This is an optimization exercise on Yosys and OpenROAD, whose aim is small area, not a production implementation. Only simulation tests tie the RTL to the original design; equivalence was not proved. Power figures rest on the tool's default switching activity, not on a simulated workload.

File: design.v
module project(input clk, left, right, start, rst, output reg [7:0] ROW, output [7:0] COL,
	output [7:0] seg7_3, seg7_2, seg7_1, output [4:0] state, output [4:0] next_state);
	localparam S_IDLE = 3'd0, S_INITIAL_GAME = 3'd1, S_GENERATE = 3'd2, S_MOVE = 3'd3,
		S_MOVE_2 = 3'd4, S_NEW_STAIR = 3'd5, S_RST = 3'd6;
	function [9:0] inc;
		input [9:0] a;
		integer k;
		reg c;
		begin
			c = 1'b1;
			for (k = 0; k < 10; k = k + 1) begin
				inc[k] = a[k] ^ c;
				c = c & a[k];
			end
		end
	endfunction
	function [9:0] dec;
		input [9:0] a;
		integer k;
		reg b;
		begin
			b = 1'b1;
			for (k = 0; k < 10; k = k + 1) begin
				dec[k] = a[k] ^ b;
				b = b & ~a[k];
			end
		end
	endfunction
	function le;
		input [4:0] a;
		input [4:0] b;
		integer k;
		reg res;
		begin
			res = 1'b1;
			for (k = 0; k < 5; k = k + 1)
				res = (~a[k] & b[k]) | (~(a[k] ^ b[k]) & res);
			le = res;
		end
	endfunction
	reg [2:0] st;
	reg [2:0] ns;
	assign state = {2'b00, st};
	assign next_state = {2'b00, ns};
	wire st_rst  = (st == S_RST);
	wire st_idle = (st == S_IDLE);
	wire st_gen  = (st == S_GENERATE);
	wire st_move = (st == S_MOVE);
	wire st_move2 = (st == S_MOVE_2);
	wire st_new  = (st == S_NEW_STAIR);
	reg [2:0] fg;
	wire fg_act = fg[1] | fg[0];
	wire fg3 = ~fg[2] & fg[1];
	wire fg2 = fg[2] & fg[0];
	wire fgZ = fg[2] & ~fg[1];
	reg end_game, move_finish;
	always @(*) begin
		ns = st;
		case (st)
			S_RST: ns = S_IDLE;
			S_IDLE: ns = start ? S_INITIAL_GAME : S_IDLE;
			S_INITIAL_GAME: ns = S_MOVE;
			S_GENERATE: ns = fg_act ? S_GENERATE : S_MOVE;
			S_MOVE: ns = S_MOVE_2;
			S_MOVE_2: ns = end_game ? S_RST : (move_finish ? S_NEW_STAIR : S_MOVE);
			S_NEW_STAIR: ns = S_GENERATE;
			default: ns = st;
		endcase
	end
	always @(posedge clk)
		st <= rst ? S_RST : ns;
	function [7:0] lf8;
		input [7:0] q;
		lf8 = {q[6:0], q[7] ^ q[2]};
	endfunction
	function [9:0] lf10;
		input [9:0] q;
		lf10 = {q[8:0], q[9] ^ q[2]};
	endfunction
	reg [7:0] pc;
	wire pclk = ~(pc[7] | pc[6] | pc[4] | pc[2] | pc[1]);
	always @(posedge clk)
		if (st_rst) pc <= 8'b00100101;
		else if (st_move) pc <= pclk ? 8'b01001011 : lf8(pc);
	reg [9:0] sc;
	wire sclk = ~(sc[8] | sc[7] | sc[6] | sc[5] | sc[4] | sc[2] | sc[1] | sc[0]);
	always @(posedge clk)
		if (st_rst) sc <= 10'b0000000010;
		else if (st_move) sc <= sclk ? 10'b0000000100 : lf10(sc);
	reg [7:0] dclk;
	reg disp;
	wire dwrap = ~(dclk[7] | dclk[6] | dclk[4] | dclk[2] | dclk[1]);
	always @(posedge clk)
		if (rst) begin
			dclk <= 8'b00100101;
			disp <= 1'b0;
		end else if (dwrap) begin
			dclk <= 8'b00100101;
			disp <= ~disp;
		end else
			dclk <= lf8(dclk);
	reg [4:0] rnd;
	wire [4:0] rnd_inc = inc({5'b0, rnd});
	always @(posedge clk)
		if (st_rst) rnd <= 5'd1;
		else rnd <= rnd_inc;
	reg [3:0] sc_h, sc_t, sc_u;
	reg clr_p;
	always @(posedge clk)
		clr_p <= rst | (st == S_INITIAL_GAME);
	wire s_wrap = sc_h[3] & sc_h[1] & sc_t[1] & ~sc_t[2] & ~sc_t[0] & sc_u[1] & sc_u[0] & ~sc_u[2];
	always @(posedge clk)
		if (fgZ) begin
			if (s_wrap) begin
				sc_h <= 4'd0; sc_t <= 4'd0; sc_u <= 4'd0;
			end else if (sc_u[3] & sc_u[0]) begin
				sc_u <= 4'd0;
				if (sc_t[3] & sc_t[0]) begin
					sc_t <= 4'd0;
					sc_h <= inc({6'b0, sc_h});
				end else
					sc_t <= inc({6'b0, sc_t});
			end else
				sc_u <= inc({6'b0, sc_u});
		end else if (clr_p) begin
			sc_h <= 4'd0; sc_t <= 4'd0; sc_u <= 4'd0;
		end
	function [6:0] seg;
		input [3:0] d;
		reg a;
		begin
			a = ~d[3] & ~d[1] & (d[2] ^ d[0]);
			seg[6] = (~d[3] & ~d[2] & ~d[1]) | (d[2] & d[1] & d[0]);
			seg[5] = ~d[3] & ((~d[2] & (d[1] | d[0])) | (d[1] & d[0]));
			seg[4] = d[0] | (d[2] & ~d[1]);
			seg[3] = a | (d[2] & d[1] & d[0]);
			seg[2] = ~d[3] & ~d[2] & d[1] & ~d[0];
			seg[1] = d[2] & (d[1] ^ d[0]);
			seg[0] = a;
		end
	endfunction
	assign seg7_3 = {~(sc_h[3] & sc_h[1]), seg(sc_h)};
	assign seg7_2 = {1'b1, seg(sc_t)};
	assign seg7_1 = {1'b1, seg(sc_u)};
	reg [2:0] pos0, pos1, pos2, pos3;
	reg typ0, typ1, typ2, typ3;
	reg [1:0] dir0, dir1, dir2, dir3;
	function span;
		input [2:0] p;
		input [2:0] x;
		case (x)
			3'd0: span = ~p[2] & ~p[1] & ~p[0];
			3'd1: span = ~p[2] & ~p[1];
			3'd2: span = ~p[2] & ~(p[1] & p[0]);
			3'd3: span = ~p[2] & (p[1] | p[0]);
			3'd4: span = (~p[2] & p[1]) | (p[2] & ~p[1] & ~p[0]);
			3'd5: span = (~p[2] & p[1] & p[0]) | (p[2] & ~p[1]);
			3'd6: span = p[2];
			default: span = p[2] & p[0];
		endcase
	endfunction
	reg [2:0] px, py;
	reg [1:0] jp;  
	wire above = span(pos1, px);
	wire ev_init = st_idle & start;                   
	wire ev_clear = st_new & above & typ1;            
	wire ev_scroll = st_gen & fg3;                    
	wire ev_new = st_gen & fg2;                       
	wire ev_slide = sclk & ((st_move2 & ~move_finish) | (st_gen & ~fg_act));  
	wire [4:0] r5 = rnd_inc;   
	reg solid_new;
	always @(*) begin
		if (sc_h != 4'd0) solid_new = le(r5, 5'd10);
		else if (sc_t == 4'd0) solid_new = 1'b1;
		else if (sc_t == 4'd1) solid_new = le(r5, 5'd28);
		else if (sc_t == 4'd2) solid_new = le(r5, 5'd25);
		else if (sc_t == 4'd3) solid_new = le(r5, 5'd20);
		else if (sc_t == 4'd4) solid_new = le(r5, 5'd15);
		else if (sc_t == 4'd5 || (sc_t == 4'd6 && sc_u == 4'd0)) solid_new = le(r5, 5'd13);
		else solid_new = le(r5, 5'd10);
	end
	task automatic slide;
		input [2:0] p;
		input [1:0] d;
		output [2:0] np;
		output [1:0] nd;
		begin
			np = p;
			nd = d;
			if (d == 2'd1) begin
				np = inc({7'b0, p});
				if (p == 3'd4) nd = 2'd2;
			end else if (d == 2'd2) begin
				np = dec({7'b0, p});
				if (p == 3'd1) nd = 2'd1;
			end
		end
	endtask
	reg [2:0] npos0, npos1, npos2, npos3;
	reg ntyp0, ntyp1, ntyp2, ntyp3;
	reg [1:0] ndir0, ndir1, ndir2, ndir3;
	always @(*) begin
		npos0 = pos0; npos1 = pos1; npos2 = pos2; npos3 = pos3;
		ntyp0 = typ0; ntyp1 = typ1; ntyp2 = typ2; ntyp3 = typ3;
		ndir0 = dir0; ndir1 = dir1; ndir2 = dir2; ndir3 = dir3;
		if (ev_init) begin
			npos0 = 3'd1; ntyp0 = 1'b0; ndir0 = 2'd0;
			npos1 = 3'd5; ntyp1 = 1'b0; ndir1 = 2'd2;
			npos2 = 3'd2; ntyp2 = 1'b0; ndir2 = 2'd0;
			npos3 = 3'd5; ntyp3 = 1'b0; ndir3 = 2'd0;
		end else if (ev_clear) begin
			ndir1 = 2'd3;
		end else if (ev_scroll) begin
			npos0 = pos1; ntyp0 = typ1; ndir0 = dir1;
			npos1 = pos2; ntyp1 = typ2; ndir1 = dir2;
			npos2 = pos3; ntyp2 = typ3; ndir2 = dir3;
			ndir3 = 2'd3;
		end else if (ev_new) begin
			ntyp3 = ~solid_new;
			case (r5[2:0])
				3'd6: begin npos3 = solid_new ? 3'd0 : 3'd1; ndir3 = 2'd1; end
				3'd7: begin npos3 = solid_new ? 3'd2 : 3'd3; ndir3 = 2'd2; end
				default: begin npos3 = r5[2:0]; ndir3 = 2'd0; end
			endcase
		end else if (ev_slide) begin
			slide(pos0, dir0, npos0, ndir0);
			slide(pos1, dir1, npos1, ndir1);
			slide(pos2, dir2, npos2, ndir2);
			slide(pos3, dir3, npos3, ndir3);
		end
	end
	always @(posedge clk) begin
		pos0 <= npos0; pos1 <= npos1; pos2 <= npos2; pos3 <= npos3;
		typ0 <= ntyp0; typ1 <= ntyp1; typ2 <= ntyp2; typ3 <= ntyp3;
		dir0 <= ndir0; dir1 <= ndir1; dir2 <= ndir2; dir3 <= ndir3;
	end
	reg [2:0] bpos;
	reg bvalid;
	always @(*) begin
		case (py[2:1])
			2'd1: begin bpos = pos0; bvalid = (dir0 != 2'd3); end
			2'd2: begin bpos = pos1; bvalid = 1'b1; end
			2'd3: begin bpos = pos2; bvalid = 1'b1; end
			default: begin bpos = pos0; bvalid = 1'b0; end
		endcase
	end
	wire below = ~py[0] & bvalid & span(bpos, px);
	always @(posedge clk) begin
		if (st_rst) begin
			move_finish <= 1'b0;
			jp <= 2'd0;
			px <= 3'd2;
			py <= 3'd2;
		end else if (st_move) begin
			if (pclk) begin
				if (right) begin
					if (px != 3'd0) px <= dec({7'b0, px});
				end else if (left) begin
					if (px != 3'd7) px <= inc({7'b0, px});
				end
				if (jp != 2'd3) begin
					jp <= inc({8'b0, jp});
					py <= inc({7'b0, py});
				end else if (!below) begin
					py <= dec({7'b0, py});
				end else begin
					jp <= 2'd0;
					if (py == 3'd4) begin
						move_finish <= 1'b1;
						py <= 3'd2;
					end
				end
			end
		end else if (st_gen)
			move_finish <= 1'b0;
	end
	always @(posedge clk)
		if (st_rst) end_game <= 1'b0;
		else if (py == 3'd0) end_game <= 1'b1;
	always @(posedge clk)
		if (st_rst) fg <= 3'b000;
		else if (st_new) fg <= above ? (typ1 ? 3'b001 : 3'b011) : 3'b000;
		else if (st_gen & (fg_act | fg[2])) fg <= {fg[1], fg[0], ~fg[2]};
	reg [2:0] dc;
	reg colv;
	reg [2:0] coli;
	wire [2:0] r = rst ? 3'd0 : dc;
	wire show = ~(st_idle | st_rst);
	wire half = st_gen & fg3;
	reg [2:0] spos;
	reg styp;
	reg [1:0] sdir;
	always @(*)
		case (r[2:1])
			2'd0: begin spos = pos0; styp = typ0; sdir = dir0; end
			2'd1: begin spos = pos1; styp = typ1; sdir = dir1; end
			2'd2: begin spos = pos2; styp = typ2; sdir = dir2; end
			default: begin spos = pos3; styp = typ3; sdir = dir3; end
		endcase
	wire has = (r[0] ^ half) & (sdir != 2'd3);
	wire lit = ~styp | disp;
	reg [7:0] rowv;
	integer i;
	always @(*)
		for (i = 0; i < 8; i = i + 1)
			rowv[7 - i] = (has & lit & span(spos, i)) | (px == i && py == r);
	always @(posedge clk) begin
		if (show) begin
			ROW <= rowv;
			dc <= inc({7'b0, r});
			coli <= r;
			colv <= 1'b1;
		end else begin
			ROW <= 8'd0;
			dc <= r;
			coli <= dec({7'b0, coli});
			colv <= colv & (coli != 3'd0);
		end
	end
	genvar gi;
	generate
		for (gi = 0; gi < 8; gi = gi + 1) begin : g_col
			assign COL[7 - gi] = colv & (coli == gi);
		end
	endgenerate
endmodule
File: run.sh
#!/bin/bash
# synth_recipe.tcl (not shown) runs the flow's synth.tcl, then flattens the netlist and writes it again
# the make line also repeats each setting of config.mk as NAME=value (left out here)
make -C /OpenROAD-flow-scripts/flow DESIGN_CONFIG=/design/flow/config.mk WORK_HOME=/design/flow/orfs CLKGATE_MAP_FILE= SYNTH_SCRIPT=/design/flow/synth_recipe.tcl finish
File: config.mk
export PLATFORM = sky130hd
export DESIGN_NAME = project
export DESIGN_NICKNAME = project
export VERILOG_FILES = /design/flow/design.v
export SDC_FILE = /design/flow/constraint.sdc
export NUM_CORES = 4
export LEC_CHECK = 0
export ABC_AREA = 1
export CAP_MARGIN = 20
export CORE_MARGIN = 2
export CORE_UTILIZATION = 40
export CTS_BUF_LIST = sky130_fd_sc_hd__clkbuf_8
export CTS_CLUSTER_DIAMETER = 500
export CTS_CLUSTER_SIZE = 100
export SLEW_MARGIN = 20
File: constraint.sdc
create_clock -name core_clock -period 20.0 [get_ports {clk}]
set_input_delay 4.0000 -clock core_clock [delete_from_list [all_inputs] [get_ports {clk}]]
set_output_delay 4.0000 -clock core_clock [all_outputs]
set_load 0.01 [all_outputs]
==> qor.yml, run 1 <==
clocking:
  cts.htree.levels: 3
  cts.sinks: 100
  worstSkewPairLatency_ns: 0.38
  post_cts_buffers: 0
  hold_buffers: 0
  cts_buffers: 9
  clock_path_buffers: 2
  cts_tree: "built"
  ctsResizeCount: 0
  cts_root_buf: "clkbuf_8"
  clk_pin_slew_ns: 0.09
setup_path:
  path_class: "input pin to output port"
  cp.required_ns: 16.00
  cp-startpoint: "start"
  start_kind: "input pin"
  crit_fanout: 15
  cp_common_cell: "o21ai_0"
  crit_buf_inv: 2
  worstReg2RegStart: "st[2]$_SDFF_PP1_"
  end_kind: "output port"
  crit_path_cell_trace: "clkdlybuf4s50_1, nand3_1, o21ai_0, o21ai_0, o21ai_0, clkdlybuf4s50_1"
  arrival_ns: 5.90
  critical_path.top_delay_family: "buffers and inverters"
  slowest_delay_ns: 0.57
  cp_slowest_cell: "clkdlybuf4s50_1"
route:
  drt-pass1-iter-count: 4
  remaining_drc_errors: 0
  wl_per_cell_um: 12.57
  via_per_inst: 4.932
  wirelength_um: 14150
  num_vias: 5553
  drtIter0Drc: 380
  ant_nets: 0
sta:
  setup_violations: 0
  fmax_ghz: 0.1010
  hold_slack_ns: 0.4175
  tns_ns: 0
  period_minus_slack_ns: 9.904
  hold_viol_final: 0
  fin_worst_skew_ns: 0.01148
  report.final.slew_viol_count: 0
  tightest_slew_ns: 0.6826
  worst_slew_margin_rel_pct: 54.40
  rsz0062_at_grt: "no"
  setup_ws_ns: 10.10
  post-route-period-util_pct: 49.52
synthesis:
  synth_largest_area_cell: "dfxtp_1"
  synth_top_area_share_pct: 28.61
  ys.flop_type: "dfxtp_1"
  synth_compound_area_share_pct: 16.94
  netlist_top_cells_count: "nand2_1, inv_1, dfxtp_1"
  ys_warn_count: 1
  syn_area_um2: 6158
  synth_cells: 888
  synth_top_family_by_area: "simple AND/OR/NAND/NOR gates"
  synth-simple-area-share_pct: 26.90
  ys_ff_latch: 100
  muxShareOfSynthArea_pct: 0
  async_flop_share_pct: 0
  avgSynthCellArea_um2: 6.935
  synth_xor_area_share_pct: 2.987
  yosysMostFrequentCell: "nand2_1"
  synth_cell_types: 50
  synth_fa_ha_area_share_pct: 7.314
  synth.area.top_cells: "dfxtp_1, nand2_1, inv_1"
  synth_edf_count: 12
  seq_area_frac_synth_pct: 34.46
floorplan:
  fp-row-count: 45
  start_util_pct: 40.66
  core_area_um2: 15150
  die_h_um: 128.1
  die_w_um: 128.1
  die-area_um2: 16400
  io-pin-count: 55
power_and_ir_drop:
  irDropWorstVdd_mv: 0.09474
  power_density_nw_per_um2: 126.0
  power_leakage_nw: 3.350
finish:
  drive_above_1_share_pct: 6.716
  nets: 974
  final_util_pct: 46.31
  area_growth_pct: 13.90
  diodes: 0
place:
  globalplace.congestion: 0.8878
  portBuffers: 48
  dp_hpwl_um: 10850
  post-place-ws_ns: 10.10
status:
  outcome: "no timing/DRC/antenna violations"
global_routing:
  grt_pass1_vias: 5025
  grt_use_met2_pct: 27.46
  antenna_found_initial: 0
  use_met1_pct: 25.59
  gr-max-usage-layer: "met2"
  met3_usage_pct: 4.382
  grt_pass1_wl_um: 23980
  grt_use_total_pct: 18.00
  grt-ovfl-total: 0
  grt_start_max_net_pins: 31
min_path:
  hold_class: "register to register"
  hp-start: "dclk[3]$_SDFF_PP0_"
run:
  drv_cap: 0
[stage by stage]
stage | total power, W | instance area [µm²] | std cells
floorplan | 0.0006036 | 6173 | 892
global placement | 0.0007466 | 6793 | 1110
detailed placement | 0.0007486 | 6793 | 1110
CTS | 0.0008927 | 7014 | 1126
global route | 0.0009668 | 7014 | 1126
finish | 0.0008836 | 7014 | 1126
[final timing paths]
path,endpoint,slack [ns],cells past startpoint
setup / recovery,next_state[0],10.10,6
hold reg to reg,dclk[4]$_SDFF_PP0_,0.42,2
hold / removal,dclk[4]$_SDFF_PP0_,0.42,2
setup reg to reg,dc[1]$_DFF_P_,17.76,8
[worst min-delay path, stage by stage (launching register included)]
cell and delay (ns):
dfxtp_1 0.31, inv_1 0.04, nor2_1 0.03
[state kept, by name (all words and copies together), names as in the netlist, 4 cells and up]
signal  cells
ROW         8
sc_u        4
sc         10
pc          8
rnd         5
sc_h        4
dclk        8
sc_t        4
[power breakdown]
part           leakage [nW]  switching [W]  internal (W)
Clock                 0.117      0.0000696     0.0000716
Combinational          2.39       0.000263      0.000170
Sequential            0.846      0.0000536      0.000256
Total                  3.35       0.000386      0.000498
[kinds of logic after synthesis]
family          after synthesis
compound gates              182
xor+xnor                     21
fa+ha+maj                    36
buf+inv                     175
flops                       100
other cells                   2
simple gates                372
[placed cells by master (no fill, tap or decap), drive strengths merged, types with 2 or more instances in the layout]
cell type / instances
ha: 36
o311ai: 2
clkdlybuf4s50: 48
conb: 6
nor2: 87
o22ai: 4
a21oi: 54
a31oi: 3
clkbuf: 13
o211ai: 9
nand4: 6
o21ai: 84
nor3: 20
o32ai: 2
o31ai: 9
or2: 5
nand2: 198
xnor2: 7
dfxtp: 88
nand3b: 2
o221ai: 3
a211oi: 4
nand3: 52
inv: 158
xor2: 14
a41oi: 2
o21bai: 2
edfxtp: 12
[cell type report]
cell class                      instances  area [µm²]
Clock inverter                          3       42.54
Tap cell                              188       235.2
Fill cell                            1576        8132
Clock buffer                           13       178.9
Inverter                              156       590.6
Multi-Input combinational cell        617        3357
Sequential cell                       100        2122
Timing Repair Buffer                   49       488.0
[layer usage]
| metal | up-vias | part of all wire [%] |
|---|---|---|
| met4 | 0 | 1.3 |
| li1 | 2957 | - |
| met2 | 92 | 44 |
| met3 | 10 | 4.2 |
| met5 | - | 0 |
| met1 | 2494 | 51 |
==> run 2: changes to the inputs <==
--- a/design.v
+++ b/design.v
@@ -184,15 +184,17 @@
 		input [1:0] d;
 		output [2:0] np;
 		output [1:0] nd;
+		reg u;
 		begin
-			np = p;
-			nd = d;
-			if (d == 2'd1) begin
-				np = inc({7'b0, p});
-				if (p == 3'd4) nd = 2'd2;
-			end else if (d == 2'd2) begin
-				np = dec({7'b0, p});
-				if (p == 3'd1) nd = 2'd1;
+			u = d[0];
+			np[0] = ~p[0];
+			np[1] = p[1] ^ ~(u ^ p[0]);
+			np[2] = p[2] ^ (u ? (p[1] & p[0]) : (~p[1] & ~p[0]));
+			nd[1] = 1'b1;
+			nd[0] = u ? ~p[2] : (~p[2] & ~p[1] & p[0]);
+			if (~d[1]) begin
+				np = p;
+				nd = d;
 			end
 		end
 	endtask
@@ -205,21 +207,21 @@
 		ndir0 = dir0; ndir1 = dir1; ndir2 = dir2; ndir3 = dir3;
 		if (ev_init) begin
 			npos0 = 3'd1; ntyp0 = 1'b0; ndir0 = 2'd0;
-			npos1 = 3'd5; ntyp1 = 1'b0; ndir1 = 2'd2;
+			npos1 = 3'd5; ntyp1 = 1'b0; ndir1 = 2'b10;
 			npos2 = 3'd2; ntyp2 = 1'b0; ndir2 = 2'd0;
 			npos3 = 3'd5; ntyp3 = 1'b0; ndir3 = 2'd0;
 		end else if (ev_clear) begin
-			ndir1 = 2'd3;
+			ndir1 = 2'b01;
 		end else if (ev_scroll) begin
 			npos0 = pos1; ntyp0 = typ1; ndir0 = dir1;
 			npos1 = pos2; ntyp1 = typ2; ndir1 = dir2;
 			npos2 = pos3; ntyp2 = typ3; ndir2 = dir3;
-			ndir3 = 2'd3;
+			ndir3 = 2'b01;
 		end else if (ev_new) begin
 			ntyp3 = ~solid_new;
 			case (r5[2:0])
-				3'd6: begin npos3 = solid_new ? 3'd0 : 3'd1; ndir3 = 2'd1; end
-				3'd7: begin npos3 = solid_new ? 3'd2 : 3'd3; ndir3 = 2'd2; end
+				3'd6: begin npos3 = solid_new ? 3'd0 : 3'd1; ndir3 = 2'b11; end
+				3'd7: begin npos3 = solid_new ? 3'd2 : 3'd3; ndir3 = 2'b10; end
 				default: begin npos3 = r5[2:0]; ndir3 = 2'd0; end
 			endcase
 		end else if (ev_slide) begin
@@ -238,7 +240,7 @@
 	reg bvalid;
 	always @(*) begin
 		case (py[2:1])
-			2'd1: begin bpos = pos0; bvalid = (dir0 != 2'd3); end
+			2'd1: begin bpos = pos0; bvalid = (dir0 != 2'b01); end
 			2'd2: begin bpos = pos1; bvalid = 1'b1; end
 			2'd3: begin bpos = pos2; bvalid = 1'b1; end
 			default: begin bpos = pos0; bvalid = 1'b0; end
@@ -297,7 +299,7 @@
 			2'd2: begin spos = pos2; styp = typ2; sdir = dir2; end
 			default: begin spos = pos3; styp = typ3; sdir = dir3; end
 		endcase
-	wire has = (r[0] ^ half) & (sdir != 2'd3);
+	wire has = (r[0] ^ half) & (sdir != 2'b01);
 	wire lit = ~styp | disp;
 	reg [7:0] rowv;
 	integer i;
==> flow/run.sh (new file) <==
#!/bin/bash
# Own layout flow: the standard ORFS flow (standard.sh), with
#  - no adder-cell extraction in synthesis (ADDER_MAP_FILE empty), area-oriented ABC;
#  - the smallest buffer (buf_1) on every input and output port;
#  - clock tree built from small clock buffers, without dummy load cells.
# Registers, their names and cell types are those of the standard synthesis.
set -euo pipefail
cd "$(dirname "$0")/.."
bash standard.sh \
  ADDER_MAP_FILE= \
  ABC_AREA=1 \
  ABC_LOAD_IN_FF=0 \
  "BUFFER_PORTS_ARGS=-buffer_cell sky130_fd_sc_hd__buf_1" \
  "CTS_ARGS=-sink_clustering_enable -repair_clock_nets -dont_use_dummy_load -buf_list sky130_fd_sc_hd__clkbuf_8 -sink_clustering_size 20 -sink_clustering_max_diameter 60" \
  finish > flow_make.log 2>&1
==> standard.sh (new file) <==
#!/bin/bash
# synth_recipe.tcl (not shown) runs the flow's synth.tcl, then flattens the netlist and writes it again
# the make line also repeats each setting of config.mk as NAME=value (left out here)
make -C /OpenROAD-flow-scripts/flow DESIGN_CONFIG=/design/flow/config.mk WORK_HOME=/design/flow/orfs CLKGATE_MAP_FILE= SYNTH_SCRIPT=/design/flow/synth_recipe.tcl "${@:-finish}"
--- a/config.mk
+++ b/config.mk
@@ -9,7 +9,4 @@
 export CAP_MARGIN = 20
 export CORE_MARGIN = 2
 export CORE_UTILIZATION = 40
-export CTS_BUF_LIST = sky130_fd_sc_hd__clkbuf_8
-export CTS_CLUSTER_DIAMETER = 500
-export CTS_CLUSTER_SIZE = 100
 export SLEW_MARGIN = 20
removed: run.sh
==> run 2 against run 1 <==
- final cell count is 5.4% lower
- area after synthesis down 9.5%
- first-iteration DRC count is 25% lower
==> qor.yml, run 2 <==
status:
  outcome: "no timing/DRC/antenna violations"
clocking:
  cts_tree: "built"
  worstSkewPairLatency_ns: 0.39
  cts.sinks: 100
  cts_buffers: 9
  hold_buffers: 0
  cts_root_buf: "clkbuf_8"
  ctsResizeCount: 0
  post_cts_buffers: 0
  clk_pin_slew_ns: 0.08
  clock_path_buffers: 2
  cts.htree.levels: 3
sta:
  tns_ns: 0
  setup_ws_ns: 10.62
  setup_violations: 0
  rsz0062_at_grt: "no"
  hold_slack_ns: 0.4127
  report.final.slew_viol_count: 0
  fmax_ghz: 0.1066
  hold_viol_final: 0
  tightest_slew_ns: 0.7928
  fin_worst_skew_ns: 0.02772
  post-route-period-util_pct: 46.88
  period_minus_slack_ns: 9.377
  worst_slew_margin_rel_pct: 47.00
synthesis:
  ys.flop_type: "dfxtp_1"
  synth_cells: 849
  avgSynthCellArea_um2: 6.565
  synth_edf_count: 12
  netlist_top_cells_count: "nand2_1, inv_1, nor2_1"
  yosysMostFrequentCell: "nand2_1"
  synth_cell_types: 48
  ys_ff_latch: 100
  syn_area_um2: 5574
  synth_top_area_share_pct: 31.60
  async_flop_share_pct: 0
  ys_warn_count: 1
  synth_largest_area_cell: "dfxtp_1"
  seq_area_frac_synth_pct: 38.07
  synth.area.top_cells: "dfxtp_1, nand2_1, inv_1"
run:
  drv_cap: 0
finish:
  diodes: 0
  multi_input_area_um2: 2843
  top_register: "sc"
  fill_cells: 1506
  drive_above_1_share_pct: 4.633
  layout.cells.non_filler: 1065
  nets: 892
  final_cell_mix: "nand2_1, inv_1, nor2_1, dfxtp_1, o21ai_0"
  area.sequential_um2: 2122
  area_growth_pct: 7.385
  largest_register_ffs: 10
  final_common_cell: "nand2_1"
global_routing:
  grt-ovfl-total: 0
  grt_pass1_vias: 4484
  grt_use_total_pct: 17.92
  grt_pass1_wl_um: 21320
  grt_start_max_net_pins: 29
  antenna_found_initial: 0
place:
  post-place-ws_ns: 10.60
  dp_hpwl_um: 9808
  portBuffers: 48
  globalplace.congestion: 0.8774
  dp_cells: 1056
setup_path:
  crit_fanout: 21
  crit_path_cell_trace: "buf_1, nand3_1, and3_1, o221ai_1, buf_1"
  end_kind: "output port"
  critical_path.top_delay_family: "simple AND/OR/NAND/NOR gates"
  path_class: "input pin to output port"
  slowest_delay_ns: 0.57
  crit_buf_inv: 2
  cp_slowest_cell: "nand3_1"
  start_kind: "input pin"
  arrival_ns: 5.38
  cp_common_cell: "buf_1"
  cp.required_ns: 16.00
floorplan:
  die-area_um2: 14900
  fp-row-count: 43
  start_util_pct: 40.63
  core_area_um2: 13720
  die_h_um: 122.0
  die_w_um: 122.0
  io-pin-count: 55
route:
  remaining_drc_errors: 0
  ant_nets: 0
  drtIter0Drc: 285
  num_vias: 5237
  via_per_inst: 4.917
  wirelength_um: 13070
  wl_per_cell_um: 12.27
  drt-pass1-iter-count: 5
power_and_ir_drop:
  power_density_nw_per_um2: 139.7
  irDropWorstVdd_mv: 0.05410
  p_total_w: 0.0008362
  power_leakage_nw: 2.775
min_path:
  hold_class: "register to register"
[run 2: cell count changes in the layout (fill, tap and decap cells not counted), sizes merged, moves of 13 or more]
cell,change
o21ai,-13
buf,+48
ha,-36
inv,-30
clkdlybuf4s50,-48
nor2,+32
[run 2: cell families after synthesis]
| kind of cell | Yosys count | synth area share [%] |
|---|---|---|
| simple gates | 414 | 31.31 |
| flops | 100 | 38.07 |
| buf+inv | 155 | 11.20 |
| compound gates | 162 | 16.63 |
| other cells | 2 | 0.1347 |
| xor+xnor | 16 | 2.649 |
[run 2: worst reg2reg max path, stage by stage (launching register included)]
cell and delay (ns):
dfxtp_1 0.49, inv_1 0.18, nor2_1 0.13, buf_4 0.23
inv_2 0.16, nand2_1 0.48, inv_1 0.17, nand2_1 0.11
nor2_1 0.06, nand2_1 0.06, o21ai_0 0.06
[run 2: per-layer routing]
layer / GRT usage, % / routed length (µm) / up-vias
li1: - / - / 2795
met1: 24.25 / 6491 / 2327
met2: 28.21 / 5814 / 102
met3: 3.933 / 552 / 13
met4: 6.250 / 212 / 0
met5: 0 / 0 / -
[run 2: path summary, 6_finish.rpt]
check / endpoint / startpoint / slack, ns / cells after the start
worst min register to register: dclk[6]$_SDFF_PP0_ / dclk[5]$_SDFF_PP1_ / 0.41 / 2
worst min-delay path: dclk[6]$_SDFF_PP0_ / dclk[5]$_SDFF_PP1_ / 0.41 / 2
worst max-delay path: next_state[0] / start / 10.62 / 5
worst max register to register: dc[2]$_DFF_P_ / st[2]$_SDFF_PP1_ / 17.74 / 10
[run 2: cell type report]
| cell class | instances | area share (%) |
|---|---|---|
| multi-input combinational | 598 | 47.49 |
| timing repair buffer | 49 | 3.135 |
| clock buffer | 9 | 2.069 |
| sequential | 100 | 35.45 |
| inverter | 129 | 8.089 |
| tap | 180 | 3.763 |
[run 2: stage by stage]
stage / area (µm²) / utilization, %
2_1_floorplan: 5589 / -
3_3_place_gp: 5862 / 42.73
3_5_place_dp: 5862 / 42.73
4_1_cts: 5986 / 43.63
5_1_grt: 5986 / 43.63
6_report: 5986 / 43.63
[run 2: power by group]
group	internal (W)	switching, W	total [W]
sequential	0.000270	0.0000743	0.000344
combinational	0.000133	0.000255	0.000389
clock	0.0000405	0.0000632	0.000104

==> afterwards: timing with drivers on the ports <==
Ports are ideal in the flow. The routed layouts listed here were re-timed in OpenROAD. Step 1: set_driving_cell puts a clkbuf_16 on clk and a buf_2 on each other input, an assumption about the parent block. Step 2 also shifts input and output timing later by t, the mid clock arrival at the registers, as if the neighbouring blocks saw the same clock. Slacks: ideal / step 1 / step 2; pairs: ideal / step 1.
| run | t, ns | setup WS [ns] | hold slack, ns |
|---|---|---|---|
| run 1 | 0.410 | 10.096 / 10.075 / 10.075 | 0.418 / 0.418 / 0.418 |
| run 2 | 0.408 | 10.623 / 10.601 / 10.601 | 0.413 / 0.413 / 0.413 |
After both steps every run listed still meets setup and hold. The setup slack of run 2, which loses most, moves by -0.022 ns with the drivers and by -0.022 ns with both steps.
